From an optimization exercise on the open Yosys and OpenROAD flow, aimed at small area; shortcuts taken in it are not production practice.
In this exercise RTL edits were held to simulation tests only and were not proved equivalent to the original.

## P
// fir_H
module fir_H(xIn,sample,clk,reset,yOut,mode);
input mode;
input sample, clk, reset;
input[15:0] xIn;
output reg[15:0] yOut;
	reg [495:0] ring;           
	reg [4:0] ph;               
	reg [4:0] u;                
	reg [31:0] acc;
	wire start = sample & ~reset & (ph == 5'd0);
	wire busy = (ph != 5'd0);
	wire [15:0] fb = busy ? ring[15:0] : xIn;
	always @(posedge clk)
		if (start | busy) ring <= {fb, ring[495:16]};
	always @(posedge clk)
		if (reset) ph <= 5'd0;
		else if (start | busy) ph <= ph + 5'd1;
	always @(posedge clk)
		if (reset) u <= 5'd31;
		else if (ph == 5'd31 && u != 5'd0) u <= u - 5'd1;
	wire [7:0] one, two, neg;
	h_rom_h rom(.addr(ph), .mode(mode), .one(one), .two(two), .neg(neg));
	wire [32:0] s;
	mac mac0(.h(ring[15:0]), .acc(acc), .one(one), .two(two), .neg(neg), .s(s));
	wire [31:0] sat = (s[32] == s[31]) ? s[31:0] : (s[32] ? 32'h8000_0000 : 32'h07ff_ffff);
	wire clr = reset | (ph == 5'd31) | (~busy & ~sample) | (ph < u);
	always @(posedge clk)
		acc <= clr ? 32'd0 : sat;
	wire [15:0] y = acc[31] ? (acc[30] ? acc[30:15] : 16'h8000)
	                        : (acc[30] ? 16'h7fff : acc[30:15]);
	always @(posedge clk)
		if (reset) yOut <= 16'd0;
		else if (ph == 5'd31) yOut <= y;
endmodule
make LEC_CHECK=0 CAP_MARGIN=20 CORE_MARGIN=2 CORE_UTILIZATION=60 CTS_BUF_LIST=sky130_fd_sc_hd__clkbuf_4 CTS_CLUSTER_SIZE=20 SLEW_MARGIN=20 finish   # period 25.0 ns
run.sh (not shown) runs the stock make flow with config.mk's settings and CLKGATE_MAP_FILE= SYNTH_SCRIPT=/design/flow/synth_recipe.tcl, a recipe that flattens the netlist after the stock synthesis.
P reached the end of the flow, and the finished layout is clean on the timing, DRC and antenna checks.
Input changes introduced in Q (baseline for comparison: P):
Settings: a deleted CTS_CLUSTER_SIZE that had been 20; a deleted CTS_BUF_LIST that had been sky130_fd_sc_hd__clkbuf_4; a change of CORE_UTILIZATION from 60 to 40.
Results
| area of the core region | higher: Q |. From P to Q the numbers moved as follows: number of clock-tree buffers in the layout fell about 66%, number of standard cells in the final layout excluding fillers rose 177, met2 track utilization from global routing fell 9.1 points. P → Q: peak per-stage delay on the critical path did not really move; aggregate routed wire length went up by about 3.3%; non-clock buffer count rose about 3%. Summary — number of antenna violations at the first check in global routing, Q relative to P: lower, by 2.


Another version of the RTL of fir_H (not shown whole).
Size in the first run: about 580 flip-flops, about 36 I/O pins.
Settings: LEC_CHECK=0, CAP_MARGIN=20, CORE_MARGIN=2, CORE_UTILIZATION=60, SLEW_MARGIN=20, SYNTH_HIERARCHICAL=1; clock period 25.0 ns.
standard.sh (not shown) runs the stock make flow with config.mk's settings and CLKGATE_MAP_FILE= SYNTH_SCRIPT=/design/flow/synth_recipe.tcl, a recipe that flattens the netlist after the stock synthesis.
==> flow/flow/run.sh <==
#!/bin/bash
# Layout flow: the standard ORFS flow (standard.sh) with two changes:
#  - before the resizer's repair_design, every cell is set to its smallest
#    drive strength (flow/downsize.tcl); repair_design sizes up what needs it;
#  - clock tree synthesis without dummy loads (CTS_ARGS).
# make's output goes to standard.log; ORFS keeps each step's log in orfs/logs.
set -euo pipefail
here=$(pwd)
export PRE_RESIZE_TCL=$here/flow/downsize.tcl
export CTS_ARGS="-sink_clustering_enable -repair_clock_nets -dont_use_dummy_load"
bash standard.sh > standard.log 2>&1
==> flow/flow/downsize.tcl <==
# Before the resizer's repair_design (PRE_RESIZE hook): give every cell the
# smallest drive strength of its function.  Synthesis sizes cells for speed
# that this design, with its long clock period, does not need; repair_design
# then upsizes or buffers wherever slew, capacitance or fanout need it.
set db [ord::get_db]
set block [ord::get_db_block]
set dont_use $::env(DONT_USE_CELLS)
set count 0
foreach inst [$block getInsts] {
  set m [$inst getMaster]
  set name [$m getName]
  if { ![regexp {^(sky130_fd_sc_hd__[a-z0-9]+)_([0-9]+)$} $name -> base drive] } { continue }
  if { [$inst isFixed] } { continue }
  set best $m
  foreach d {0 1 2 3 4 6 8 12 16} {
    set cname ${base}_$d
    if { [lsearch -exact $dont_use $cname] >= 0 } { continue }
    set c [$db findMaster $cname]
    if { $c == "NULL" || $c == "" } { continue }
    if { [$c getWidth] < [$best getWidth] } { set best $c }
  }
  if { $best != $m } {
    set p1 [lsort [lmap t [$m getMTerms] {$t getName}]]
    set p2 [lsort [lmap t [$best getMTerms] {$t getName}]]
    if { $p1 eq $p2 } {
      $inst swapMaster $best
      incr count
    }
  }
}
puts "downsize: $count instances set to their smallest drive strength"
Rerun with:
==> flow/flow/run.sh (replaced) <==
#!/bin/bash
# Layout flow: the standard ORFS flow (standard.sh), with
#  - clock tree synthesis without dummy loads (CTS_ARGS), and
#  - power recovery in global routing, which downsizes gates that have slack.
set -euo pipefail
export CTS_ARGS="-sink_clustering_enable -repair_clock_nets -dont_use_dummy_load"
export RECOVER_POWER=100
bash standard.sh > standard.log 2>&1
removed: flow/flow/downsize.tcl
What happened: The changed run finished with max-capacitance violations, max-slew violations left. Design area grows by a few percent. Clock skew shrinks by 0.0060 ns.
Rerun with:
==> flow/run.sh (new file) <==
#!/bin/bash
# synth_recipe.tcl (not shown) runs the flow's synth.tcl, then flattens the netlist and writes it again
# the make line also repeats each setting of config.mk as NAME=value (left out here)
make -C /OpenROAD-flow-scripts/flow DESIGN_CONFIG=/design/flow/config.mk WORK_HOME=/design/flow/orfs CLKGATE_MAP_FILE= SYNTH_SCRIPT=/design/flow/synth_recipe.tcl finish
removed: flow/flow/run.sh
removed: flow/standard.sh
=> Now the flow completed without violations. Global-route usage barely changes. Area after synthesis is unchanged. Clock skew drops by 0.045 ns. Fmax climbs by 8.6%. First-iteration DRC count climbs by 9.1%. Wire length barely changes. Sequential cell count does not change. Cell area climbs by 2.3%.

port drivers added, routing unchanged:
The flow's constraints put no driver on any port. The routed layouts listed below were extracted and timed again, unchanged, in two steps.
Step 1: set_driving_cell puts a clkbuf_16 on clk and a buf_2 on each other input, an assumption about the parent block.
Step 2 moves the port delays by t, midway between the first and last clock arrival at a register: inputs arrive t later, outputs are due t later. That takes back most of the time a late clock gives input paths.
Slacks: ideal ports / drivers / drivers and shift; pairs: ideal ports / drivers.
| run | shift t [ns] | setup WS [ns] | worst data-port slew with drivers (ns) |
|---|---|---|---|
| P | 0.949 | 7.845 / 7.874 / 6.925 | 0.04 |
| Q | 0.655 | 7.777 / 7.814 / 7.159 | 0.04 |
| the first run of note 2 | 0.630 | 5.351 / 5.373 / 4.743 | 0.05 |
| the second run of note 2 | 0.640 | 3.726 / 3.752 / 3.112 | 0.05 |
| the third run of note 2 | 0.665 | 5.413 / 5.433 / 4.769 | 0.05 |
For P, which loses most, drivers alone change the setup slack by +0.029 ns; drivers and shift together by -0.920 ns.
